What follows belongs to an exercise in optimizing a design on an open flow for small area, a short achievable clock period and few clock cycles per item; a production flow would make more cautious choices. At most, simulation tests tie the RTL to the original design; equivalence was not proved. No functional check of the RTL was part of runs 5 to 7.

File: flow/design.v
module counter (
	input clk, rst, enable,
	output reg [2:0] count_val
);
	always @(posedge clk) begin
		if (rst) begin
			count_val <= 3'b000;
		end
		else if (enable) begin
			count_val <= count_val + 1;
		end
	end
endmodule
module rotator
(
	input enable,
	input signed [16:0] x, y,
	input signed [15:0] initial_angle,
	input [2:0] count_val,
	output signed [16:0] xp, yp,
	output signed [15:0] updated_angle,
	output is_done
);
	reg signed [15:0] angle_table [0:7];
	initial begin
		$readmemh("scaled_angles.hex", angle_table);
	end
	wire [16:0] x_shifted, y_shifted;
	reg signed [15:0] update_angle;
	reg signed [16:0] xnew, ynew;
	reg signed [15:0] new_angle;
	reg d;
	assign x_shifted = x >> count_val;
	assign y_shifted = y >>> count_val;
	assign updated_angle = new_angle;
	assign xp = xnew;
	assign yp = ynew;
	assign is_done = d;
	always @(*) begin
		if (y[16]) begin
			xnew = x - y_shifted;
			ynew = x_shifted + y;
			update_angle = -angle_table[count_val];
		end
		else begin
			xnew = x + y_shifted;
			ynew = y - x_shifted;
			update_angle = angle_table[count_val];
		end
		new_angle = initial_angle + update_angle;
		d = (~|ynew) | (&count_val);
	end
endmodule
module cordic_mod(
	input clk, rst,
	input signed [15:0] inp_x, inp_y,
	output reg signed [15:0] arctan,
	output reg valid
);
	localparam [2:0] stStart = 0, stWait = 1, stRotate = 2, stFinal = 3, stHold = 4;
	reg [2:0] state;
	reg signed [16:0] x, y;
	wire signed [16:0] xp, yp;
	wire is_x_negative = inp_x[15];
	wire is_y_negative = inp_y[15];
	wire is_x_zero = ~|inp_x;
	wire is_y_zero = ~|inp_y;
	reg enable;
	wire [2:0] count_val;
	counter cntr(clk, rst, enable, count_val);
	reg signed [15:0] initial_angle;
	wire signed [15:0] updated_angle;
	wire is_done;
	rotator rttr(enable, x, y, initial_angle, count_val, xp, yp, updated_angle, is_done);
	always @(posedge clk) begin
		if (rst) begin
			initial_angle <= 0;
			x <= 0;
			y <= 0;
			state <= stStart;
		end
		else begin
			case (state)
				stStart		:	begin
					if (is_x_zero | is_y_zero) begin
						state <= stFinal;
					end
					else begin
						x <= (is_x_negative) ? -inp_x : inp_x;
						y <= (is_y_negative) ? -inp_y : inp_y;
						state <= stWait;
					end
				end
				stWait		:	begin
					state <= stRotate;
				end
				stRotate	:	begin
					if (is_done) begin
						initial_angle <= updated_angle;
						state <= stFinal;
						end
					else begin
						x <= xp;
						y <= yp;
						initial_angle <= updated_angle;
						state <= stRotate;
					end
				end
				stFinal		:	begin
					state <= stHold;
				end
				default		:	begin
					state <= stHold;
				end
			endcase
		end
	end
	always @(posedge clk) begin
		if (rst) begin
			valid <= 0;
			enable <= 0;
		end
		else begin
			case (state)
				stStart		:	begin
				end
				stWait		:	begin
					enable <= 1;
				end
				stRotate	:	begin
					if (is_done) begin
						enable <= 0;
					end
				end
				stFinal		:	begin
					if (is_x_zero) begin
						arctan <= {is_y_negative, {15{~is_y_negative}}};
					end
					else if (is_y_zero) begin
						arctan <= 0;
					end
					else begin
						case ({is_x_negative, is_y_negative})
							2'b00	:	arctan <= initial_angle; 
							2'b01	:	arctan <= -initial_angle;
							2'b10	:	arctan <= 16'h7fff - initial_angle;
							2'b11	:	arctan <= initial_angle - 16'h7fff;
						endcase
					end
					valid <= 1;
				end
				default		:	begin
				end
			endcase
		end
	end
endmodule
File: flow/scaled_angles.hex
2000
12e4
09fb
0511
028b
0146
00a3
0051
File: flow/run.sh
#!/bin/bash
# synth_recipe.tcl (not shown) runs the flow's synth.tcl, then flattens the netlist and writes it again
# the make line also repeats each setting of config.mk as NAME=value (left out here)
make -C /OpenROAD-flow-scripts/flow DESIGN_CONFIG=/design/flow/config.mk WORK_HOME=/design/flow/orfs CLKGATE_MAP_FILE= SYNTH_SCRIPT=/design/flow/synth_recipe.tcl finish
File: flow/config.mk
export PLATFORM = sky130hd
export DESIGN_NAME = cordic_mod
export DESIGN_NICKNAME = cordic_mod
export VERILOG_FILES = /design/flow/design.v
export SDC_FILE = /design/flow/constraint.sdc
export NUM_CORES = 4
export LEC_CHECK = 0
export CAP_MARGIN = 20
export CORE_MARGIN = 2
export CORE_UTILIZATION = 40
export SLEW_MARGIN = 20
File: flow/constraint.sdc
create_clock -name core_clock -period 8.0 [get_ports {clk}]
set_input_delay 1.6000 -clock core_clock [delete_from_list [all_inputs] [get_ports {clk}]]
set_output_delay 1.6000 -clock core_clock [all_outputs]
set_load 0.01 [all_outputs]
==> run summary, run 1 <==
status=timing/DRC/antenna clean; critical path cell sequence=buf_4 -> mux4_2 -> a21oi_1 -> nand2_1 -> nor2_1 -> a21oi_1 -> xnor2_1 -> ha_1 -> a21o_1 -> a2111o_1 -> and2_1 -> a2111o_1 -> a41oi_1 -> xor3_2 -> nand4_4 -> nand3_4 -> o311a_1; post-layout minimum cycle time=6.34 ns; gr usage total=21.7%; Worst EP arrival=6.59 ns; # clock sinks=88; synth cell count leaders=nand2_1, a21oi_1, nor2_1, dfxtp_1, xnor2_1; most frequent cell after synthesis=nand2_1; Fin Setup TNS=0 ns; worst reg2reg path depth=17; Crit. Startpoint=cntr.count_val[1]$_SDFFE_PP0P_; largest fanout on the critical path=30; routed len/inst=18.3 microns; IO Pins=51; Core ar.=0.0242 sq mm; final WL=28200 microns; CP endpoint=x[12]$_SDFFE_PP0P_; Yosys warning total=3; vias per std cell=5.91; Synth top area share=14.6%; Setup violations, final=0; vias in the first global route=8433; Final period util=79.3%; clk latency of the worst-skew pair=0.35 ns; TritonCTS clock tree=built; slowest stage delay, CP=0.79 ns; Vias=9106; slowest cell on the critical path=dfxtp_2; sequential area share after synthesis=19.5%; CTS Buf Count=9; reg2reg start=cntr.count_val[1]$_SDFFE_PP0P_; CP required=8.25 ns; share of post-route cells with drive strength above 1=7.81%; max-slew violation count=0; DRT iter0 DRCs=831; hold crit path type=reg2reg; RSZ-0062 raised after global routing=no; Reg2Reg Setup Slack=1.66 ns; placed cells=1524; Mapped Area=0.00984 sq mm; PostCTS Resize Cnt=0; Synth Area per Inst=8.13 sq um; post-route insts no fill=1540; EDFF count, synth=16; clk_skew=0.0115 ns; Clock Tree Buf Depth=2; Detail Route Antenna Nets=0; CP Class=reg2reg; Antenna diodes=0; first-pass GRT wire length=45400 microns; Synth Instances=1211; fraction of registers with async set/reset=0%; Max-Cap Viols=0; WHS=0.456 ns; synth unique cells=99; area grow syn2layout=8.52%; Yosys reg bits=88; CP startpoint kind=flop; Initial DRT Pass Iterations=5; port bufs=50; Tightest Pin Transition=1.00 ns; Row Count=57; Synth area leaders=dfxtp_1, ha_1, xnor2_1; initial antenna violation count=0; largest net degree at the start of global routing=54; post-synth top area cell=dfxtp_1; Final Hold Viols=0; Initial Util=40.6%; ys flop type=dfxtp_1; # DRC=0; Synth Net Count=1309; # fillers=2448; relative slew slack=31.6%; H-Tree Level Count=3; number of nets in the layout=1309; GPL Wtd Cong=0.897; post-CTS setup buffers=0; endpoint type of the worst setup path=flop; chip width=161 microns; # hold bufs at CTS=0; Die Height=161 microns; global route overflow=0; DP HPWL=21200 microns; fmax=0.158 GHz; die area=0.0259 sq mm; worst r2r dst=x[12]$_SDFFE_PP0P_; clk slew on worst S/H paths=0.08 ns; CTS root buf=clkbuf_16
-- cells by family after synthesis --
family	Yosys count	synth area share (%)
AND/OR/NAND/NOR	402	20.5
AO/OA/AOI/OAI	349	23.6
buffers and inverters	119	6.71
XOR/XNOR	108	9.78
flip-flops	88	19.5
multiplexers	81	11.5
adder cells (fa/ha/maj)	64	8.37
-- metal layers --
metal	global-route usage (%)	vias up	wire length, microns
met4	5.56	0	612
met1	31.1	4295	13400
met5	0	-	0
li1	-	4487	-
met2	33.5	282	12500
met3	3.93	42	1670
-- layout make-up --
class / count / area [sq um] / area share (%)
Multi-Input combinational cell: 1004 / 7260 / 68.0
Sequential cell: 88 / 1930 / 18.0
Timing Repair Buffer: 61 / 578 / 5.41
Tap cell: 324 / 405 / 3.80
Clock buffer: 11 / 264 / 2.47
Inverter: 47 / 178 / 1.66
Clock inverter: 5 / 65.1 / 0.609
-- cells in the final DEF (no fill, tap or decap), types with 20 or more instances in the layout --
master             n
xnor2_1           71
nor3_1            28
ha_1              61
o21ai_0           68
mux2i_1           47
clkdlybuf4s50_1   49
a21oi_1           98
nand2_1          133
xor2_1            36
dfxtp_1           69
nand3_1           25
or3_1             24
inv_1             42
nor2_1            88
nor4_1            20
a21o_1            21
o211ai_1          23
-- per-stage QoR --
step                utilization (%)  cell area [sq um]  worst slack, ns
detailed placement             42.7              10400             1.75
global placement               42.7              10400             1.88
CTS                            44.0              10700             1.73
floorplan                         -               9840             2.54
global route                   44.0              10700             1.30
finish                         44.0              10700             1.66
-- how the worst min path moves through the flow --
stage / startpoint / endpoint / slack, ns / cells past startpoint
6_report: valid$_SDFFE_PP0N_ / valid$_SDFFE_PP0N_ / 0.46 / 1
5_1_grt: valid$_SDFFE_PP0N_ / valid$_SDFFE_PP0N_ / 0.48 / 1
4_1_cts: valid$_SDFFE_PP0N_ / valid$_SDFFE_PP0N_ / 0.46 / 1
3_5_place_dp: valid$_SDFFE_PP0N_ / valid$_SDFFE_PP0N_ / 0.45 / 1
3_3_place_gp: valid$_SDFFE_PP0N_ / valid$_SDFFE_PP0N_ / 0.44 / 1
2_1_floorplan: initial_angle[15]$_SDFFE_PP0P_ / initial_angle[15]$_SDFFE_PP0P_ / 0.47 / 2
-- worst max-delay path, delay by kind of cell, from the launching register on --
family / cells / cell delay [ns]
compound gates: 7 / 2.21
xor+xnor: 2 / 0.68
fa+ha+maj: 1 / 0.40
buf+inv: 1 / 0.47
flops: 1 / 0.79
mux: 1 / 0.61
simple gates: 5 / 1.02
Testbench counts, summed over its fixed seeds: cycles 143,912, items 12,000.
==> inputs of run 2 (changes only) <==
==> flow/design.v (replaced) <==
module counter (
	input clk, rst,
	output reg [2:0] count_val
);
	always @(posedge clk) begin
		if (rst)
			count_val <= 3'b000;
		else
			count_val <= count_val + 3'd1;
	end
endmodule
module rotator
(
	input [16:0] x, y,
	input [2:0] count_val,
	output reg [16:0] xp, yp,
	output reg [15:0] angle_step,
	output y_is_zero
);
	wire [16:0] x_shifted = x >> count_val;
	wire signed [16:0] y_signed = y;
	wire [16:0] y_shifted = y_signed >>> count_val;
	always @(*) begin
		if (y[16]) begin
			xp = x - y_shifted;
			yp = x_shifted + y;
		end
		else begin
			xp = x + y_shifted;
			yp = y - x_shifted;
		end
		case (count_val)
			3'd0: angle_step = 16'h2000;
			3'd1: angle_step = 16'h12e4;
			3'd2: angle_step = 16'h09fb;
			3'd3: angle_step = 16'h0511;
			3'd4: angle_step = 16'h028b;
			3'd5: angle_step = 16'h0146;
			3'd6: angle_step = 16'h00a3;
			3'd7: angle_step = 16'h0051;
		endcase
	end
	assign y_is_zero = ~|y;
endmodule
module cordic_mod(
	input clk, rst,
	input signed [15:0] inp_x, inp_y,
	output [15:0] arctan,
	output reg valid
);
	reg [16:0] x, y;
	reg [15:0] angle;
	wire [2:0] count_val;
	reg neg_dir;	 
	reg stop;	 
	wire is_x_negative = inp_x[15];
	wire is_y_negative = inp_y[15];
	wire is_x_zero = ~|inp_x;
	wire is_y_zero = ~|inp_y;
	wire [16:0] abs_x = is_x_negative ? -{inp_x[15], inp_x} : {1'b0, inp_x};
	wire [16:0] abs_y = is_y_negative ? -{inp_y[15], inp_y} : {1'b0, inp_y};
	reg [15:0] start_angle;
	always @(*) begin
		if (is_x_zero)
			start_angle = {is_y_negative, {15{~is_y_negative}}};
		else if (is_y_zero)
			start_angle = 16'h0000;
		else case ({is_x_negative, is_y_negative})
			2'b00: start_angle = 16'h0000;
			2'b01: start_angle = 16'h0000;
			2'b10: start_angle = 16'h7fff;
			2'b11: start_angle = 16'h8001;
		endcase
	end
	wire [16:0] xp, yp;
	wire [15:0] angle_step;
	wire y_is_zero;
	rotator rttr(x, y, count_val, xp, yp, angle_step, y_is_zero);
	wire sub = y[16] ^ neg_dir;
	wire [15:0] angle_next = sub ? angle - angle_step : angle + angle_step;
	wire step_en = ~valid & ~stop & ~y_is_zero;
	always @(posedge clk) begin
		if (rst) begin
			x <= abs_x;
			y <= abs_y;
			angle <= start_angle;
			neg_dir <= is_x_negative ^ is_y_negative;
			stop <= is_x_zero;
		end
		else begin
			x <= xp;
			y <= yp;
			if (step_en)
				angle <= angle_next;
			stop <= stop | y_is_zero;
		end
	end
	counter cntr(clk, rst, count_val);
	always @(posedge clk) begin
		if (rst)
			valid <= 1'b0;
		else if (&count_val)
			valid <= 1'b1;
	end
	assign arctan = angle;
endmodule
--- a/flow/config.mk
+++ b/flow/config.mk
@@ -6,6 +6,8 @@
 export NUM_CORES = 4
 export LEC_CHECK = 0
+export ABC_CLOCK_PERIOD_IN_PS = 3500
 export CAP_MARGIN = 20
 export CORE_MARGIN = 2
 export CORE_UTILIZATION = 40
+export SETUP_SLACK_MARGIN = 4
 export SLEW_MARGIN = 20
removed: flow/scaled_angles.hex
==> run 2 against run 1 <==
Compared with the run above:
- core utilization is 6.0 points higher
- register-to-register slack better by 2.4 ns
- largest cell class unchanged
- design area is 15% lower
- non-clock buffer count is 22 higher
- synthesized cell count is 25% lower
- fmax is 62% higher
- hold slack better by 0.077 ns
- clock skew hardly changed
- critical path type unchanged
- area after synthesis is 24% lower
- via count is 26% lower
- critical endpoint is now y[15]$_DFF_P_
==> run summary, run 2 <==
routed len/inst=16.4 microns; Die Height=140 microns; synth unique cells=75; CP delay by family, top=multiplexers; met3 routed wirelength=1080 microns; area post-placement=0.00809 sq mm; largest net degree at the start of global routing=83; Yosys reg bits=70; sequential area share after synthesis=21.1%; fin util=50.1%; RSZ-0062 raised after global routing=yes; GPL Wtd Cong=0.849; CP Depth=14; most common cell after layout, fill and taps aside=nand2_1; CTS Buf Count=9; Worst EP arrival=4.13 ns; first-pass GRT wire length=31100 microns; final WL=19700 microns; most frequent cell after synthesis=nand2_1; CP endpoint=y[15]$_DFF_P_; chip width=140 microns; EDFF count, synth=17; relative slew slack=39.8%; ys flop type=dfxtp_1; M1 wire length=9870 microns; Routed met2 length=8490 microns; post-layout minimum cycle time=3.92 ns; IO Pins=51; commonest non-fill, non-tap cells in the layout=nand2_1, nor2_1, a21oi_1, ha_1, o21ai_0; Setup violations, final=0; Bufs and invs on worst path=1; status=timing/DRC/antenna clean; Synth Instances=910; Fin Setup TNS=0 ns; Synth Area per Inst=8.18 sq um; CP startpoint kind=flop; Reg2Reg Setup Slack=4.08 ns; Tightest Pin Transition=0.903 ns; number of nets in the layout=1064; Clock Tree Buf Depth=2; post-synth top area cell=dfxtp_1; Crit. Startpoint=cntr.count_val[1]$_SDFF_PP0_; largest fanout on the critical path=13; Mapped Area=0.00744 sq mm; hold crit path type=reg2reg; CP required=8.21 ns; synth cell count leaders=nand2_1, nor2_1, a21oi_1, o21ai_0, ha_1; Initial DRT Pass Iterations=5; # hold bufs at CTS=0; Vias=6766; vias in the first global route=6236; share of post-route cells with drive strength above 1=14.8%; CTS root buf=clkbuf_16; initial antenna violation count=0; clk_skew=0.0111 ns; Core ar.=0.0181 sq mm; critical path cell sequence=bufbuf_16 -> mux2_2 -> mux4_2 -> nor3_2 -> a21oi_2 -> xor2_1 -> ha_1 -> or2_2 -> a21oi_4 -> a311oi_4 -> a311o_1 -> a21oi_2 -> xor2_1 -> o21ai_0; Synth area leaders=dfxtp_1, ha_1, edfxtp_1; Final period util=49.0%; clk slew on worst S/H paths=0.07 ns; fraction of registers with async set/reset=0%; Row Count=49; TritonCTS clock tree=built; WHS=0.534 ns; fin area=0.00905 sq mm; Final Hold Viols=0; CP Class=reg2reg; reg2reg start=cntr.count_val[1]$_SDFF_PP0_; slowest cell on the critical path=mux4_2; endpoint type of the worst setup path=flop; clk latency of the worst-skew pair=0.35 ns; Yosys warning total=3; area grow syn2layout=21.7%; max-slew violation count=0; Detail Route Antenna Nets=0; # fillers=1747; uppermost routed layer=met4; port bufs=50; # clock sinks=70; Antenna diodes=0; Synth Net Count=1009; worst reg2reg path depth=14; die area=0.0197 sq mm; Max-Cap Viols=0; # DRC=0; worst r2r dst=y[15]$_DFF_P_; slowest stage delay, CP=0.55 ns; global route overflow=0; DRT iter0 DRCs=447; DP HPWL=13600 microns; H-Tree Level Count=3; Initial Util=41.1%; fmax=0.255 GHz; Top Registers=x: 17 flops, y: 17 flops, angle: 16 flops; gr usage total=19.5%; vias per std cell=5.64; Synth top area share=14.3%
-- run 2: cell families (layout without fill, tap and decap cells) --
kind of cell | after synthesis | count (layout) | synth area share (%)
AO/OA/AOI/OAI | 244 | 244 | 20.7
XOR/XNOR | 104 | 104 | 12.2
adder cells (fa/ha/maj) | 65 | 65 | 11.2
buffers and inverters | 77 | 137 | 4.51
flip-flops | 70 | 70 | 21.1
multiplexers | 64 | 64 | 11.4
AND/OR/NAND/NOR | 286 | 286 | 18.8
-- run 2: worst min path at each step --
stage / from / end / slack [ns] / cells past startpoint
floorplan: valid$_SDFFE_PP0P_ / valid$_SDFFE_PP0P_ / 0.51 / 2
CTS: valid$_SDFFE_PP0P_ / valid$_SDFFE_PP0P_ / 0.54 / 2
global route: valid$_SDFFE_PP0P_ / valid$_SDFFE_PP0P_ / 0.57 / 2
finish: valid$_SDFFE_PP0P_ / valid$_SDFFE_PP0P_ / 0.53 / 2
global placement: cntr.count_val[0]$_SDFF_PP0_ / cntr.count_val[0]$_SDFF_PP0_ / 0.50 / 1
detailed placement: cntr.count_val[0]$_SDFF_PP0_ / cntr.count_val[0]$_SDFF_PP0_ / 0.52 / 1
-- run 2: per-layer routing --
metal / track usage [%] / vias to the layer above
li1: - / 3410
met1: 28.5 / 3140
met2: 30.1 / 197
met3: 3.56 / 19
met4: 4.20 / 0
met5: 0 / -
-- run 2: what timing repair did --
action,in CTS,in global routing
setup buffers,12,8
gates cloned,4,2
gates resized for setup,23,49
pin swaps,7,20
setup endpoints to repair,31,30
-- run 2: worst min-delay path: cells and delay by family (launching register included) --
family | cells | cell delay [ns]
flops | 1 | 0.33
simple gates | 2 | 0.16
-- run 2: cell type report --
type                            count  area (sq um)  share of cell area, %
Timing Repair Buffer               83           956                   10.6
Clock buffer                       10           239                   2.64
Multi-Input combinational cell    763          5780                   63.8
Tap cell                          229           287                   3.17
Sequential cell                    70          1580                   17.4
Inverter                           38           146                   1.62
Clock inverter                      6          67.6                  0.746
-- run 2: through the flow --
stage | worst slack (ns) | instances
floorplan | 4.03 | 910
global placement | 3.32 | 1157
detailed placement | 3.28 | 1157
CTS | 3.97 | 1189
global route | 3.92 | 1199
finish | 4.08 | 1199
Testbench counts of run 2, summed over its fixed seeds: cycles 108,000, items 12,000.
==> inputs of run 3 (changes only) <==
--- a/flow/config.mk
+++ b/flow/config.mk
@@ -6,8 +6,8 @@
 export NUM_CORES = 4
 export LEC_CHECK = 0
-export ABC_CLOCK_PERIOD_IN_PS = 3500
+export ABC_CLOCK_PERIOD_IN_PS = 2500
 export CAP_MARGIN = 20
 export CORE_MARGIN = 2
 export CORE_UTILIZATION = 40
-export SETUP_SLACK_MARGIN = 4
+export SETUP_SLACK_MARGIN = 5
 export SLEW_MARGIN = 20
==> run 3 against run 2 <==
Compared with the run above:
- still clean on timing, DRC and antenna
- first-iteration DRC count grew 9.8%
- via count grew 4.5%
- design area is 8.0% higher
- core utilization up 4.0 points
- hold slack improved by 0.037 ns
- die area stayed put
- count of clock-buffer cells in the layout up 2
- critical path type unchanged
- highest routed layer unchanged
==> run summary, run 3 <==
post-route insts no fill=1245; gr usage total=20.9%; Synth area leaders=dfxtp_1, ha_1, edfxtp_1; EDFF count, synth=17; Yosys reg bits=70; WHS=0.571 ns; post-layout minimum cycle time=3.77 ns; clk slew on worst S/H paths=0.06 ns; Worst EP arrival=3.99 ns; sequential area share after synthesis=21.1%; max-slew violation count=0; Clock Tree Buf Depth=2; vias per std cell=5.68; PnR worst setup slack=4.23 ns; TritonCTS clock tree=built; die area=0.0197 sq mm; synth cell count leaders=nand2_1, nor2_1, a21oi_1, o21ai_0, ha_1; Synth Area per Inst=8.18 sq um; clk_skew=0.00770 ns; relative slew slack=35.9%; number of nets in the layout=1110; IO Pins=51; Row Count=49; Placement Setup Slack=3.27 ns; # fillers=1635; clk latency of the worst-skew pair=0.35 ns; met2 Use GR=32.5%; Core ar.=0.0181 sq mm; most frequent cell after synthesis=nand2_1; area grow syn2layout=31.4%; CTS Buf Count=9; Initial Util=41.1%; # clock sinks=70; Tightest Pin Transition=0.961 ns; share of post-route cells with drive strength above 1=25.3%; Yosys warning total=3; fin util=54.0%; DRT iter0 DRCs=491; synth unique cells=75; chip width=140 microns; Die Height=140 microns; commonest non-fill, non-tap cells in the layout=nand2_1, nor2_1, buf_4, ha_1, xnor2_1; Fin Setup TNS=0 ns; area post-placement=0.00824 sq mm; largest fanout on the critical path=5; final WL=21100 microns; DP HPWL=14000 microns; routed len/inst=16.9 microns; global route overflow=0; Synth top area share=14.3%; met3 Usage GRT=2.94%; H-Tree Level Count=3; # hold bufs at CTS=0; CP Class=reg2reg; Mapped Area=0.00744 sq mm; global route hottest layer=met2; CTS root buf=clkbuf_16; Final period util=47.2%; RSZ-0062 raised after global routing=yes; endpoint type of the worst setup path=flop; Synth Net Count=1009; Top Registers=x: 17 flops, y: 17 flops, angle: 16 flops; Max-Cap Viols=0; Final Hold Viols=0; # DRC=0; first-pass GRT wire length=33200 microns; fraction of registers with async set/reset=0%; GRT met1 Usage=29.6%; fin area=0.00977 sq mm; GPL Wtd Cong=0.839; Initial DRT Pass Iterations=5; hold crit path type=reg2reg; ys flop type=dfxtp_1; Detail Route Antenna Nets=0; port bufs=50; status=timing/DRC/antenna clean; CP required=8.22 ns; Synth Instances=910; CP startpoint kind=flop; fmax=0.265 GHz; placed cells=1155; Vias=7069; initial antenna violation count=0; Antenna diodes=0; largest net degree at the start of global routing=46; Setup violations, final=0; post-synth top area cell=dfxtp_1; most common cell after layout, fill and taps aside=nand2_1; vias in the first global route=6558
-- run 3: cell counts after synthesis --
Identical to the previous run, type by type.
-- run 3: path summary, 6_finish.rpt --
| path | end | start | slack [ns] | cells past startpoint |
|---|---|---|---|---|
| min | valid$_SDFFE_PP0P_ | valid$_SDFFE_PP0P_ | 0.57 | 2 |
| max | y[15]$_DFF_P_ | cntr.count_val[0]$_SDFF_PP0_ | 4.23 | 17 |
| max reg2reg | y[15]$_DFF_P_ | cntr.count_val[0]$_SDFF_PP0_ | 4.23 | 17 |
| min reg2reg | valid$_SDFFE_PP0P_ | valid$_SDFFE_PP0P_ | 0.57 | 2 |
-- run 3: layout make-up --
cell class | instances | area, sq um | share of cell area [%]
clock inverters | 4 | 28.8 | 0.294
inverters | 38 | 150 | 1.54
multi-input cells | 763 | 6120 | 62.6
clock buffers | 12 | 267 | 2.73
flip-flops and latches | 70 | 1580 | 16.2
repair buffers | 129 | 1340 | 13.7
well taps | 229 | 287 | 2.93
-- run 3: timing repair --
item,in CTS,in global routing
gates cloned,6,0
endpoints found under the setup margin,76,47
pin swaps,49,37
resized for setup,109,42
setup buffers,52,16
-- run 3: logic make-up (layout without fill, tap and decap cells) --
kind of cell             count (synthesis)  count (layout)  share of synthesized area (%)
AO/OA/AOI/OAI                          244             244                           20.7
XOR/XNOR                               104             104                           12.2
adder cells (fa/ha/maj)                 65              65                           11.2
buffers and inverters                   77             183                           4.51
flip-flops                              70              70                           21.1
multiplexers                            64              64                           11.4
AND/OR/NAND/NOR                        286             286                           18.8
-- run 3: worst max-delay path: stages (launching register included) --
cell and delay (ns):
dfxtp_4 0.37, buf_12 0.10, mux4_2 0.53, buf_4 0.17, mux2i_4 0.16, ha_4 0.16
nand4_1 0.09, buf_4 0.17, nor3_4 0.19, nor2_1 0.08, xnor2_1 0.14, ha_1 0.31
nor3_2 0.35, a311oi_2 0.17, a311o_1 0.30, a21oi_2 0.13, xor2_1 0.15, o21ai_1 0.07
-- run 3: metal layers --
layer,part of all wire [%],up-vias
met5,0,-
met4,1.9,0
met3,5.1,29
met2,45,206
met1,48,3312
li1,-,3522
==> inputs of run 4 (changes only) <==
--- a/flow/config.mk
+++ b/flow/config.mk
@@ -6,8 +6,6 @@
 export NUM_CORES = 4
 export LEC_CHECK = 0
-export ABC_CLOCK_PERIOD_IN_PS = 2500
 export CAP_MARGIN = 20
 export CORE_MARGIN = 2
 export CORE_UTILIZATION = 40
-export SETUP_SLACK_MARGIN = 5
 export SLEW_MARGIN = 20
==> run 4 against run 3 <==
Compared with the run above:
- core utilization fell by 7.7 points
- cell count fell by 5.9%
- global-route usage fell by 2.3 points
- non-clock buffer count fell by 74
- design area fell by 14%
- critical endpoint unchanged
==> run summary, run 4 <==
Yosys warning total=3; CP startpoint kind=flop; final WL=18100 microns; Initial Util=41.1%; largest net degree at the start of global routing=55; Worst EP arrival=5.05 ns; Antenna diodes=0; Hold Crit Start=valid$_SDFFE_PP0P_; Reg2Reg Setup Slack=3.15 ns; fraction of registers with async set/reset=0%; post-CTS setup buffers=0; Synth Net Count=1009; Mapped Area=0.00744 sq mm; share of post-route cells with drive strength above 1=7.96%; Setup violations, final=0; EDFF count, synth=17; Final Hold Viols=0; post-synth top area cell=dfxtp_1; Hold Path Sink=valid$_SDFFE_PP0P_; Core ar.=0.0181 sq mm; hold crit path type=reg2reg; initial antenna violation count=0; global route overflow=0; status=timing/DRC/antenna clean; WHS=0.535 ns; gr usage total=18.6%; post-route insts no fill=1171; fin util=46.3%; most common cell after layout, fill and taps aside=nand2_1; vias in the first global route=5927; most frequent cell after synthesis=nand2_1; DRT iter0 DRCs=385; synth unique cells=75; commonest non-fill, non-tap cells in the layout=nand2_1, nor2_1, a21oi_1, o21ai_0, ha_1; Top Registers=x: 17 flops, y: 17 flops, angle: 16 flops; Die Height=140 microns; Row Count=49; CP Class=reg2reg; Synth top area share=14.3%; chip width=140 microns; CP required=8.20 ns; clk latency of the worst-skew pair=0.35 ns; Yosys reg bits=70; Detail Route Antenna Nets=0; # DRC=0; RSZ-0062 raised after global routing=no; Max-Cap Viols=0; fin area=0.00838 sq mm; CP most frequent cell=a21oi_1; # clock sinks=70; Clock Tree Buf Depth=2; clk slew on worst S/H paths=0.06 ns; endpoint type of the worst setup path=flop; worst hold stages=2; sequential area share after synthesis=21.1%; slowest cell on the critical path=dfxtp_2; clk_skew=0.00409 ns; slowest stage delay, CP=1.02 ns; Final period util=60.6%; IO Pins=51; Tightest Pin Transition=1.06 ns; area grow syn2layout=12.6%; Synth Area per Inst=8.18 sq um; Crit. Startpoint=cntr.count_val[0]$_SDFF_PP0_; GPL Wtd Cong=0.857; met2 Use GR=27.6%; worst reg2reg path depth=15; vias per std cell=5.54; # fillers=1808; synth cell count leaders=nand2_1, nor2_1, a21oi_1, o21ai_0, ha_1; Fin Setup TNS=0 ns; area occupied by multi-input gates=0.00553 sq mm; Vias=6487; H-Tree Level Count=3; PnR worst setup slack=3.15 ns; met3 Usage GRT=2.74%; relative slew slack=29.5%; GRT met1 Usage=27.8%; port bufs=50; TritonCTS clock tree=built; fmax=0.206 GHz; area post-placement=0.00807 sq mm; CTS root buf=clkbuf_16; CTS Buf Count=9; Synth area leaders=dfxtp_1, ha_1, edfxtp_1; routed len/inst=15.4 microns; ys flop type=dfxtp_1; placed cells=1155; Placement Setup Slack=3.19 ns; global route hottest layer=met1; Reg area=0.00157 sq mm; Synth Instances=910; reg2reg start=cntr.count_val[0]$_SDFF_PP0_; max-slew violation count=0; DP HPWL=13800 microns; critical path cell sequence=mux4_2 -> or3_1 -> o31ai_1 -> nand4_1 -> nor3_1 -> a21oi_1 -> xor2_1 -> ha_1 -> or2_2 -> a21oi_1 -> a311oi_1 -> a311o_1 -> a21oi_1 -> xor2_1 -> o21ai_0; Initial DRT Pass Iterations=5; # hold bufs at CTS=0; post-layout minimum cycle time=4.85 ns; number of nets in the layout=1036; PostCTS Resize Cnt=0; first-pass GRT wire length=29700 microns; largest fanout on the critical path=53; die area=0.0197 sq mm; worst r2r dst=y[15]$_DFF_P_
==> run 4: area by class of cell <==
cell class	count	share of cell area (%)
multi-input cells	763	66.0
flip-flops and latches	70	18.8
repair buffers	55	6.36
well taps	229	3.42
clock buffers	12	3.08
inverters	38	1.70
clock inverters	4	0.642
==> run 4: routing by layer <==
metal  wire, microns  up-vias
met4             217        0
met2            7490      119
met3             701       14
met1            9640     2992
li1                -     3362
met5               0        -
==> run 4: worst max-delay path, delay by kind of cell, from the launching register on <==
family	cells	cell delay [ns]
AO/OA/AOI/OAI	7	1.17
flip-flops	1	1.02
adder cells (fa/ha/maj)	1	0.32
XOR/XNOR	2	0.32
multiplexers	1	0.63
AND/OR/NAND/NOR	4	1.24
==> run 4: cell families (layout without fill, tap and decap cells) <==
group | count (synthesis) | in the layout | synth area share, %
AND/OR/NAND/NOR | 286 | 286 | 18.8
flip-flops | 70 | 70 | 21.1
XOR/XNOR | 104 | 104 | 12.2
multiplexers | 64 | 64 | 11.4
buffers and inverters | 77 | 109 | 4.51
adder cells (fa/ha/maj) | 65 | 65 | 11.2
AO/OA/AOI/OAI | 244 | 244 | 20.7
==> run 4: worst max-delay path by stage <==
stage,to,cells after the start
2_1_floorplan,y[16]$_DFF_P_,19
3_3_place_gp,y[15]$_DFF_P_,15
3_5_place_dp,y[15]$_DFF_P_,15
4_1_cts,y[15]$_DFF_P_,15
5_1_grt,y[16]$_DFF_P_,14
6_report,y[15]$_DFF_P_,15
==> inputs of run 5 (changes only) <==
==> flow/design.v (replaced) <==
module counter #(parameter W = 3, parameter LAST = 7) (
	input clk, rst,
	output reg [W-1:0] count_val
);
	always @(posedge clk) begin
		if (rst)
			count_val <= {W{1'b0}};
		else if (LAST > 0)
			count_val <= count_val + 1'b1;
	end
endmodule
module rotator
(
	input [16:0] x, y,
	input [15:0] angle,
	input neg_dir,
	input [2:0] shift,
	output reg [16:0] xp, yp,
	output [15:0] angle_p,
	output y_is_zero
);
	wire signed [16:0] y_signed = y;
	wire [16:0] x_shifted = x >> shift;
	wire [16:0] y_shifted = y_signed >>> shift;
	reg [15:0] t;
	always @(*) begin
		if (y[16]) begin
			xp = x - y_shifted;
			yp = x_shifted + y;
		end
		else begin
			xp = x + y_shifted;
			yp = y - x_shifted;
		end
		case (shift)
			3'd0: t = 16'h2000;
			3'd1: t = 16'h12e4;
			3'd2: t = 16'h09fb;
			3'd3: t = 16'h0511;
			3'd4: t = 16'h028b;
			3'd5: t = 16'h0146;
			3'd6: t = 16'h00a3;
			3'd7: t = 16'h0051;
		endcase
	end
	assign angle_p = (y[16] ^ neg_dir) ? angle - t : angle + t;
	assign y_is_zero = ~|y;
endmodule
module cordic_mod #(parameter STEPS = 4) (
	input clk, rst,
	input signed [15:0] inp_x, inp_y,
	output [15:0] arctan,
	output reg valid
);
	localparam CYCLES = 8 / STEPS;
	localparam CW = (CYCLES > 1) ? $clog2(CYCLES) : 1;
	reg [16:0] x, y;
	reg [15:0] angle;
	reg neg_dir;	 
	reg stop;	 
	wire is_x_negative = inp_x[15];
	wire is_y_negative = inp_y[15];
	wire is_x_zero = ~|inp_x;
	wire is_y_zero = ~|inp_y;
	wire [16:0] abs_x = is_x_negative ? -{inp_x[15], inp_x} : {1'b0, inp_x};
	wire [16:0] abs_y = is_y_negative ? -{inp_y[15], inp_y} : {1'b0, inp_y};
	reg [15:0] start_angle;
	always @(*) begin
		if (is_x_zero)
			start_angle = {is_y_negative, {15{~is_y_negative}}};
		else if (is_y_zero)
			start_angle = 16'h0000;
		else case ({is_x_negative, is_y_negative})
			2'b00: start_angle = 16'h0000;
			2'b01: start_angle = 16'h0000;
			2'b10: start_angle = 16'h7fff;
			2'b11: start_angle = 16'h8001;
		endcase
	end
	wire [CW-1:0] count_val;
	counter #(.W(CW), .LAST(CYCLES - 1)) cntr(clk, rst, count_val);
	wire [16:0] xs [0:STEPS];
	wire [16:0] ys [0:STEPS];
	wire [15:0] as [0:STEPS];
	wire act [0:STEPS];
	assign xs[0] = x;
	assign ys[0] = y;
	assign as[0] = angle;
	assign act[0] = ~valid & ~stop;
	genvar s;
	generate for (s = 0; s < STEPS; s = s + 1) begin : step
		wire [2:0] shift;
		if (CYCLES > 1)
			assign shift = count_val * STEPS + s;
		else
			assign shift = s;
		wire [16:0] xn, yn;
		wire [15:0] an;
		wire y_is_zero;
		rotator rttr(xs[s], ys[s], as[s], neg_dir, shift, xn, yn, an, y_is_zero);
		assign act[s+1] = act[s] & ~y_is_zero;
		assign xs[s+1] = xn;
		assign ys[s+1] = yn;
		assign as[s+1] = act[s+1] ? an : as[s];
	end endgenerate
	always @(posedge clk) begin
		if (rst) begin
			x <= abs_x;
			y <= abs_y;
			angle <= start_angle;
			neg_dir <= is_x_negative ^ is_y_negative;
			stop <= is_x_zero;
		end
		else begin
			x <= xs[STEPS];
			y <= ys[STEPS];
			angle <= as[STEPS];
			stop <= stop | ~act[STEPS];
		end
	end
	always @(posedge clk) begin
		if (rst)
			valid <= 1'b0;
		else if (count_val == CYCLES - 1)
			valid <= 1'b1;
	end
	assign arctan = angle;
endmodule
--- a/flow/config.mk
+++ b/flow/config.mk
@@ -6,6 +6,8 @@
 export NUM_CORES = 4
 export LEC_CHECK = 0
+export ABC_CLOCK_PERIOD_IN_PS = 5500
 export CAP_MARGIN = 20
 export CORE_MARGIN = 2
 export CORE_UTILIZATION = 40
+export SETUP_SLACK_MARGIN = 2
 export SLEW_MARGIN = 20
==> run 5 against run 4 <==
Compared with the run above:
- the layout now fails its checks (negative setup slack)
- cell count grew to 3.3 times the previous value
- count of clock-buffer cells in the layout shrank 7
- clock skew grew 0.011 ns
- sequential cell count shrank 14
- design area grew to 3.4 times the previous value
- hold slack gained 0.015 ns
- routed wire length grew to 4.8 times the previous value
- first-iteration DRC count grew to 5.7 times the previous value
- fmax shrank 61%
- largest cell class unchanged
==> run summary, run 5 <==
clk_skew=0.0147 ns; area grow syn2layout=69.6%; clk latency of the worst-skew pair=0.32 ns; Top Registers=x: 17 flops, y: 17 flops, angle: 16 flops; max-slew violation count=0; Placement Setup Slack=-3.98 ns; vias per std cell=5.96; met3 routed wirelength=7200 microns; die area=0.0434 sq mm; routed len/inst=22.1 microns; fmax=0.0804 GHz; Initial DRT Pass Iterations=8; Core ar.=0.0410 sq mm; Synth area leaders=ha_1, xnor2_1, dfxtp_1; Antenna diodes=0; Synth top area share=15.1%; global route overflow=0; Detail Route Antenna Nets=0; synth cell count leaders=nor2_1, ha_1, nand2_1, a21oi_1, o21ai_0; reg2reg start=cntr.count_val$_SDFF_PP0_; CTS Buf Count=5; worst hold stages=2; share of post-route cells with drive strength above 1=44.2%; GPL Wtd Cong=0.979; CP required=8.19 ns; H-Tree Level Count=2; Synth Area per Inst=7.12 sq um; largest family of logic cells by synthesized area=compound AO/OA/AOI/OAI gates; number of nets in the layout=3619; Post-Synth XOR/XNOR Area=14.9%; RSZ-0062 raised after global routing=yes; Hold Crit Start=valid$_SDFFE_PP0P_; first-pass GRT wire length=119000 microns; endpoint type of the worst setup path=flop; post-synth top area cell=ha_1; Worst EP arrival=12.63 ns; # clock sinks=56; chip width=208 microns; Vias=23300; SO Faults=negative setup slack; Row Count=74; Yosys warning total=3; Clock Tree Buf Depth=2; CP most frequent cell=buf_4; final WL=86500 microns; port bufs=50; most common cell after layout, fill and taps aside=buf_4; post-layout minimum cycle time=12.44 ns; PnR worst setup slack=-4.44 ns; Initial Util=40.7%; Post-Synth Adder-Cell Area=16.5%; fin area=0.0283 sq mm; synth unique cells=115; Final period util=156%; ys flop type=dfxtp_1; fraction of registers with async set/reset=0%; gr usage total=34.0%; TritonCTS clock tree=built; relative slew slack=15.0%; Mapped Area=0.0167 sq mm; Hold Path Sink=valid$_SDFFE_PP0P_; IO Pins=51; Setup violations, final=51; Yosys reg bits=56; Fin Setup TNS=-164.68 ns; largest fanout on the critical path=6; Routed met2 length=39300 microns; proportion of synthesized area in mux cells=5.25%; hold crit path type=reg2reg; sequential area share after synthesis=6.77%; Synth Instances=2346; CP Class=reg2reg; worst r2r dst=y[15]$_DFF_P_; clk slew on worst S/H paths=0.09 ns; Die Height=208 microns; commonest non-fill, non-tap cells in the layout=buf_4, nor2_1, nand2_1, ha_1, buf_6; Max-Cap Viols=0; area post-placement=0.0238 sq mm; CP startpoint kind=flop; M1 wire length=31900 microns; EDFF count, synth=1; Final Hold Viols=0; DP HPWL=55300 microns; initial antenna violation count=1; slowest stage delay, CP=0.56 ns; uppermost routed layer=met5; DRT iter0 DRCs=2203; Reg2Reg Setup Slack=-4.44 ns; Synth Net Count=2593; worst reg2reg path depth=67; CTS root buf=clkbuf_16; Tightest Pin Transition=1.26 ns; vias in the first global route=22500; status=finished with violations; largest net degree at the start of global routing=60; Synth Area in Compound Gates=28.5%; # DRC=0; slowest cell on the critical path=nor2_1; most frequent cell after synthesis=nor2_1; Synth Area in Simple Gates=22.1%
-- run 5: cell types whose count changed after synthesis, moves of 26 or more --
| cell | delta |
|---|---|
| a21o_1 | +26 |
| a21oi_1 | +115 |
| ha_1 | +140 |
| inv_1 | +125 |
| nand2_1 | +109 |
| nand3_1 | +40 |
| nor2_1 | +148 |
| nor3_1 | +40 |
| o21ai_0 | +111 |
| xnor2_1 | +119 |
| xor2_1 | +35 |
-- run 5: routing by layer --
layer	global-route usage, %	vias to the layer above
li1	-	10500
met1	39.6	10900
met2	61.0	1346
met3	3.79	578
met4	18.1	2
met5	0	-
-- run 5: cell type report --
cell class / instances / area (sq um)
clock inverters: 3 / 28.8
inverters: 167 / 631
fillers: 3130 / 12700
flip-flops and latches: 56 / 1130
clock buffers: 5 / 125
multi-input cells: 2042 / 16700
well taps: 532 / 666
repair buffers: 1100 / 9060
-- run 5: kinds of logic (layout without fill, tap and decap cells) --
family / after synthesis / after routing
simple gates: 755 / 755
compound gates: 720 / 720
xor+xnor: 269 / 269
buf+inv: 248 / 1275
fa+ha+maj: 214 / 214
mux: 84 / 84
flops: 56 / 56
-- run 5: worst max path at each step --
stage / startpoint / to / slack (ns) / cells past startpoint
after floorplan: cntr.count_val$_SDFF_PP0_ / x[15]$_DFF_P_ / -4.54 / 79
after global placement: cntr.count_val$_SDFF_PP0_ / x[14]$_DFF_P_ / -3.74 / 60
after detailed placement: cntr.count_val$_SDFF_PP0_ / x[14]$_DFF_P_ / -3.98 / 61
after CTS: cntr.count_val$_SDFF_PP0_ / x[15]$_DFF_P_ / -3.24 / 65
after global routing: cntr.count_val$_SDFF_PP0_ / y[15]$_DFF_P_ / -4.72 / 69
final: cntr.count_val$_SDFF_PP0_ / y[15]$_DFF_P_ / -4.44 / 67
-- run 5: worst max-delay path: cells and delay by family, from the launching register on --
family / cells / cell delay (ns)
muxes: 2 / 0.48
DFF: 1 / 0.39
AOI/OAI and AO/OA: 24 / 3.70
and+or+nand+nor: 13 / 2.69
buffers and inverters: 17 / 2.06
xor gates and xnor gates: 6 / 1.49
adders and majority gates: 5 / 1.48
-- run 5: repair_timing --
action / CTS / global route
buffers inserted: 183 / 56
gates resized for setup: 393 / 204
hold buffers: 0 / 0
endpoints found under the setup margin: 51 / 51
pin swaps: 179 / 150
-- run 5: stage by stage --
stage	util (%)	hold slack, ns	instances
after global placement	58.0	0.526	3658
final	69.1	0.551	3905
after detailed placement	58.0	0.523	3658
after floorplan	-	0.515	2346
after CTS	65.7	0.535	3849
after global routing	69.1	0.574	3905
==> inputs of run 6 (changes only) <==
--- a/flow/design.v
+++ b/flow/design.v
@@ -47,5 +47,5 @@
 	assign y_is_zero = ~|y;
 endmodule
-module cordic_mod #(parameter STEPS = 4) (
+module cordic_mod #(parameter STEPS = 2) (
 	input clk, rst,
 	input signed [15:0] inp_x, inp_y,
--- a/flow/config.mk
+++ b/flow/config.mk
@@ -6,8 +6,8 @@
 export NUM_CORES = 4
 export LEC_CHECK = 0
-export ABC_CLOCK_PERIOD_IN_PS = 5500
+export ABC_CLOCK_PERIOD_IN_PS = 4000
 export CAP_MARGIN = 20
 export CORE_MARGIN = 2
 export CORE_UTILIZATION = 40
-export SETUP_SLACK_MARGIN = 2
+export SETUP_SLACK_MARGIN = 3
 export SLEW_MARGIN = 20
==> run 6 against run 5 <==
Compared with the run above:
- now clean on timing, DRC and antenna
- core utilization shrank 17 points
- register-to-register slack improved by 5.4 ns
- first-iteration DRC count down 55%
- sequential cell count grew 5
- non-clock buffer count fell by 890
- via count fell by 49%
- routed wire length decreased by 54%
- design area is 51% lower
- critical path depth is 37 lower
- global-route usage is 6.4 points lower
- sequential share of layout area up 4.9 points
==> run summary, run 6 <==
initial antenna violation count=0; Reg2Reg Setup Slack=0.96 ns; area grow syn2layout=29.9%; Crit. Startpoint=y[4]$_DFF_P_; hold crit path type=reg2reg; H-Tree Level Count=3; post-layout minimum cycle time=7.04 ns; CTS Buf Count=9; slowest stage delay, CP=0.57 ns; slowest cell on the critical path=or4b_4; die area=0.0282 sq mm; largest fanout on the critical path=7; Clock Tree Buf Depth=2; fraction of registers with async set/reset=0%; number of nets in the layout=1772; worst r2r dst=y[16]$_DFF_P_; Final Hold Viols=0; Tightest Pin Transition=1.16 ns; most common cell after layout, fill and taps aside=nand2_1; global route overflow=0; Reg area=0.00124 sq mm; CP Class=reg2reg; GPL Wtd Cong=1.00; endpoint type of the worst setup path=flop; synth cell count leaders=nand2_1, nor2_1, o21ai_0, ha_1, xnor2_1; CP required=8.24 ns; post-synth top area cell=ha_1; Yosys warning total=3; Detail Route Antenna Nets=0; Setup violations, final=0; Fin Setup TNS=0 ns; final WL=39700 microns; Row Count=60; met2 Use GR=47.4%; TritonCTS clock tree=built; WHS=0.524 ns; worst reg2reg path depth=30; RSZ-0062 raised after global routing=yes; CP most frequent cell=a21o_1; max-slew violation count=0; fin util=52.5%; # fillers=2525; global route hottest layer=met2; first-pass GRT wire length=61600 microns; chip width=168 microns; Synth area leaders=ha_1, dfxtp_1, xnor2_1; gr usage total=27.6%; vias in the first global route=11300; Mapped Area=0.0108 sq mm; # hold bufs at CTS=0; Worst EP arrival=7.29 ns; Vias=11800; EDFF count, synth=1; Bufs and invs on worst path=5; status=timing/DRC/antenna clean; Synth Instances=1460; sequential area share after synthesis=11.4%; synth unique cells=96; Antenna diodes=0; GRT met1 Usage=33.6%; Top Registers=x: 17 flops, y: 17 flops, angle: 16 flops; DP HPWL=29800 microns; port bufs=50; Final period util=88.1%; Die Height=168 microns; # clock sinks=61; reg2reg start=y[4]$_DFF_P_; Yosys reg bits=61; Synth Area per Inst=7.37 sq um; Max-Cap Viols=0; DRT iter0 DRCs=996; Synth Net Count=1611; clk slew on worst S/H paths=0.06 ns; CTS root buf=clkbuf_16; area occupied by multi-input gates=0.00994 sq mm; IO Pins=51; placed cells=1839; ys flop type=dfxtp_1; clk latency of the worst-skew pair=0.35 ns; most frequent cell after synthesis=nand2_1; met3 Usage GRT=3.53%; largest net degree at the start of global routing=63; relative slew slack=22.3%; share of post-route cells with drive strength above 1=24.8%; CP startpoint kind=flop; routed len/inst=20.2 microns; post-route insts no fill=1967; Initial Util=40.4%; CP Depth=30; fmax=0.142 GHz; clk_skew=0.0122 ns; commonest non-fill, non-tap cells in the layout=nand2_1, buf_4, nor2_1, ha_1, xnor2_1; # DRC=0; Initial DRT Pass Iterations=6; vias per std cell=6.00; Core ar.=0.0267 sq mm; CP delay by family, top=compound AO/OA/AOI/OAI gates; Synth top area share=12.9%; CP endpoint=y[16]$_DFF_P_
run 6: worst min-delay path by stage:
stage	startpoint	endpoint	slack [ns]	depth (start not counted)
2_1_floorplan	valid$_SDFFE_PP0N_	valid$_SDFFE_PP0N_	0.52	2
3_3_place_gp	valid$_SDFFE_PP0N_	valid$_SDFFE_PP0N_	0.52	2
3_5_place_dp	valid$_SDFFE_PP0N_	valid$_SDFFE_PP0N_	0.52	2
4_1_cts	valid$_SDFFE_PP0N_	valid$_SDFFE_PP0N_	0.53	2
5_1_grt	valid$_SDFFE_PP0N_	valid$_SDFFE_PP0N_	0.58	2
6_report	valid$_SDFFE_PP0N_	valid$_SDFFE_PP0N_	0.52	2
run 6: logic make-up (layout without fill, tap and decap cells):
logic type | count (synthesis) | in the layout | synth area share, %
flops | 61 | 61 | 11.4
compound gates | 441 | 441 | 27.0
xor+xnor | 156 | 156 | 12.9
buf+inv | 138 | 304 | 5.13
mux | 60 | 60 | 7.40
simple gates | 485 | 485 | 21.9
fa+ha+maj | 119 | 119 | 14.2
run 6: worst reg2reg max path: cells and delay by family, from the launching register on:
kind / cells / cell delay (ns)
AO/OA/AOI/OAI: 10 / 1.95
AND/OR/NAND/NOR: 7 / 1.76
adder cells (fa/ha/maj): 4 / 1.07
flip-flops: 1 / 0.42
XOR/XNOR: 2 / 0.31
buffers and inverters: 5 / 0.57
multiplexers: 2 / 0.84
run 6: timing repair:
item	in CTS	in global routing
gates cloned	1	0
gates resized for setup	126	63
endpoints found under the setup margin	49	49
pin swaps	73	45
buffers inserted	85	26
run 6: metal layers:
| layer | up-vias | wire length, microns |
|---|---|---|
| met2 | 459 | 18800 |
| met1 | 5574 | 16300 |
| met4 | 0 | 2250 |
| met3 | 126 | 2400 |
| li1 | 5637 | - |
| met5 | - | 0 |
run 6: per-stage QoR:
step	instance area, sq um	setup WS, ns
detailed placement	12000	0.369
finish	14000	0.956
CTS	13500	1.05
global placement	12000	0.487
global route	14000	0.753
floorplan	11000	0.562
run 6: cell type report:
cell class | instances | share of cell area, %
multi-input cells | 1261 | 71.1
clock inverters | 7 | 0.528
repair buffers | 210 | 12.8
inverters | 78 | 2.12
clock buffers | 9 | 1.61
well taps | 341 | 3.05
flip-flops and latches | 61 | 8.88
==> inputs of run 7 (changes only) <==
--- a/flow/design.v
+++ b/flow/design.v
@@ -24,13 +24,8 @@
 	wire [16:0] y_shifted = y_signed >>> shift;
 	reg [15:0] t;
+	wire y_pos = ~y[16];
 	always @(*) begin
-		if (y[16]) begin
-			xp = x - y_shifted;
-			yp = x_shifted + y;
-		end
-		else begin
-			xp = x + y_shifted;
-			yp = y - x_shifted;
-		end
+		xp = x + (y_shifted ^ {17{y[16]}}) + y[16];
+		yp = y + (x_shifted ^ {17{y_pos}}) + y_pos;
 		case (shift)
 			3'd0: t = 16'h2000;
@@ -47,5 +42,5 @@
 	assign y_is_zero = ~|y;
 endmodule
-module cordic_mod #(parameter STEPS = 2) (
+module cordic_mod #(parameter STEPS = 1) (
 	input clk, rst,
 	input signed [15:0] inp_x, inp_y,
--- a/flow/config.mk
+++ b/flow/config.mk
@@ -6,8 +6,7 @@
 export NUM_CORES = 4
 export LEC_CHECK = 0
-export ABC_CLOCK_PERIOD_IN_PS = 4000
 export CAP_MARGIN = 20
 export CORE_MARGIN = 2
 export CORE_UTILIZATION = 40
-export SETUP_SLACK_MARGIN = 3
+export SETUP_SLACK_MARGIN = 4
 export SLEW_MARGIN = 20
==> run 7 against run 6 <==
Compared with the run above:
- sequential share of layout area is 11 points higher
- routed wire length is 55% lower
- via count is 48% lower
- synthesized cell count is 43% lower
- fmax is 81% higher
- register-to-register slack better by 3.2 ns
- clock skew is 0.0048 ns lower
- sequential cell count is 9 higher
- critical path type is now in2reg
- highest routed layer unchanged
==> run summary, run 7 <==
status=timing/DRC/antenna clean; CP delay by family, top=simple AND/OR/NAND/NOR gates; CP startpoint kind=input pin; gr usage total=19.9%; Die Height=136 microns; most frequent cell after synthesis=nand2_1; RSZ-0062 raised after global routing=yes; largest net degree at the start of global routing=58; synth cell count leaders=nand2_1, a21oi_1, xnor2_1, ha_1, o21ai_0; DRT iter0 DRCs=365; Final Hold Viols=0; Initial DRT Pass Iterations=5; Yosys warning total=3; Max-Cap Viols=0; vias per std cell=5.57; clk latency of the worst-skew pair=0.35 ns; first-pass GRT wire length=29200 microns; Detail Route Antenna Nets=0; PnR worst setup slack=4.10 ns; Core ar.=0.0172 sq mm; slowest stage delay, CP=0.62 ns; Antenna diodes=0; die area=0.0185 sq mm; clk slew on worst S/H paths=0.06 ns; Fin Setup TNS=0 ns; Mapped Area=0.00699 sq mm; Synth Instances=838; EDFF count, synth=17; routed len/inst=16.2 microns; # clock sinks=70; Synth Net Count=932; Top Registers=x: 17 flops, y: 17 flops, angle: 16 flops; chip width=136 microns; GPL Wtd Cong=0.894; TritonCTS clock tree=built; Reg area=0.00158 sq mm; Row Count=48; post-layout minimum cycle time=3.90 ns; sequential area share after synthesis=22.5%; Vias=6172; fmax=0.256 GHz; fraction of registers with async set/reset=0%; initial antenna violation count=0; Placement Setup Slack=3.53 ns; CTS root buf=clkbuf_16; most common cell after layout, fill and taps aside=nand2_1; # hold bufs at CTS=0; port bufs=50; critical path cell sequence=clkdlybuf4s50_1 -> or4_1 -> nor4_2 -> nand2b_1 -> or3_2 -> a21oi_1 -> o21ai_0 -> o21a_1; Synth Area per Inst=8.34 sq um; area occupied by multi-input gates=0.00518 sq mm; max-slew violation count=0; hold crit path type=reg2reg; slowest cell on the critical path=or4_1; global route overflow=0; Bufs and invs on worst path=1; ys flop type=dfxtp_1; final WL=17900 microns; area post-placement=0.00763 sq mm; # fillers=1740; Yosys reg bits=70; Setup violations, final=0; commonest non-fill, non-tap cells in the layout=nand2_1, a21oi_1, xnor2_1, ha_1, o21ai_0; Initial Util=40.7%; Clock Tree Buf Depth=2; number of nets in the layout=973; post-synth top area cell=dfxtp_1; Tightest Pin Transition=0.842 ns; synth unique cells=69; fin area=0.00814 sq mm; largest fanout on the critical path=4; Final period util=48.8%; # DRC=0; IO Pins=51; Synth area leaders=dfxtp_1, ha_1, xnor2_1; CP Class=in2reg; endpoint type of the worst setup path=flop; area grow syn2layout=16.5%; relative slew slack=43.9%; H-Tree Level Count=3; CTS Buf Count=9; CP required=8.11 ns; Worst EP arrival=4.01 ns; clk_skew=0.00737 ns; vias in the first global route=5825; DP HPWL=13200 microns; Synth top area share=15.2%; share of post-route cells with drive strength above 1=9.73%
## run 7: tightest hold or removal path: cells and delay by family (launching register included)
| family | cells | cell delay, ns |
|---|---|---|
| flip-flops | 1 | 0.37 |
| AND/OR/NAND/NOR | 2 | 0.16 |
## run 7: cells by family after synthesis
logic type               share of synthesized area (%)
AO/OA/AOI/OAI                                     22.9
AND/OR/NAND/NOR                                   16.2
XOR/XNOR                                          13.2
buffers and inverters                             4.28
flip-flops                                        22.5
adder cells (fa/ha/maj)                           11.1
multiplexers                                      9.89
## run 7: path summary, 6_finish.rpt
path | startpoint | to | slack, ns | depth (start not counted)
hold reg to reg | valid$_SDFFE_PP0N_ | valid$_SDFFE_PP0N_ | 0.57 | 2
setup reg to reg | cntr.count_val[0]$_SDFF_PP0_ | y[10]$_DFF_P_ | 4.18 | 15
hold / removal | valid$_SDFFE_PP0N_ | valid$_SDFFE_PP0N_ | 0.57 | 2
setup / recovery | inp_x[9] | angle[15]$_DFFE_PP_ | 4.10 | 8
## run 7: stage by stage
| stage | cells | util (%) | hold slack [ns] |
|---|---|---|---|
| after floorplan | 838 | - | 0.516 |
| after global placement | 1080 | 44.4 | 0.584 |
| after detailed placement | 1080 | 44.4 | 0.588 |
| after CTS | 1103 | 46.7 | 0.596 |
| after global routing | 1109 | 47.4 | 0.598 |
| final | 1109 | 47.4 | 0.570 |
## run 7: what timing repair did
action / CTS / global route
setup buffers: 4 / 6
cloned: 3 / 0
resized for setup: 10 / 20
setup endpoints to repair: 20 / 23
pin swaps: 1 / 1
## run 7: final cells by class
type | instances | area share [%]
Multi-Input combinational cell | 697 | 63.7
Inverter | 36 | 1.75
Tap cell | 225 | 3.46
Timing Repair inverter | 2 | 0.123
Sequential cell | 70 | 19.4
Timing Repair Buffer | 63 | 7.86
Clock buffer | 11 | 2.98
Clock inverter | 5 | 0.723
## run 7: routing by layer
| metal | routed length [microns] | track usage [%] | share of wire [%] | vias up |
|---|---|---|---|---|
| met4 | 374 | 5.61 | 2.1 | 0 |
| met2 | 8670 | 33.9 | 48 | 93 |
| li1 | - | - | - | 3131 |
| met5 | 0 | 0 | 0 | - |
| met1 | 8310 | 25.6 | 46 | 2928 |
| met3 | 559 | 3.62 | 3.1 | 20 |

[what the ideal ports hide]
The results above use ideal ports. As a check the final layouts listed here were re-extracted and re-timed, cells and wires unchanged. Step 1: set_driving_cell puts a clkbuf_16 on clk and a buf_2 on each other input, an assumption about the parent block. Step 2 times the ports against the registers' clock, not the clock port: input delays grow and output delays shrink by t, the midpoint of the rising clock arrivals with the driver on. a / b / c = ideal ports / drivers / drivers and shift; a / b = the first two.
| run | t, ns | slack for setup (ns) | hold slack, ns | worst data-port slew with drivers (ns) | pins driven straight from the clock port |
|---|---|---|---|---|---|
| run 1 | 0.385 | 1.659 / 1.659 / 1.659 | 0.456 / 0.456 / 0.456 | 0.03 | 1 |
| run 2 | 0.393 | 4.077 / 4.077 / 3.724 | 0.534 / 0.534 / 0.534 | 0.03 | 1 |
| run 3 | 0.386 | 4.226 / 4.226 / 3.917 | 0.571 / 0.571 / 0.571 | 0.04 | 1 |
| run 4 | 0.383 | 3.153 / 3.153 / 3.153 | 0.535 / 0.535 / 0.535 | 0.04 | 1 |
| run 5 | 0.350 | -4.443 / -4.443 / -4.443 | 0.551 / 0.551 / 0.551 | 0.08 | 1 |
| run 6 | 0.389 | 0.956 / 0.956 / 0.956 | 0.524 / 0.524 / 0.524 | 0.04 | 1 |
| run 7 | 0.392 | 4.097 / 4.121 / 3.729 | 0.570 / 0.570 / 0.570 | 0.03 | 1 |
The setup slack of run 7, which loses most, moves by +0.024 ns with the drivers and by -0.368 ns with both steps.
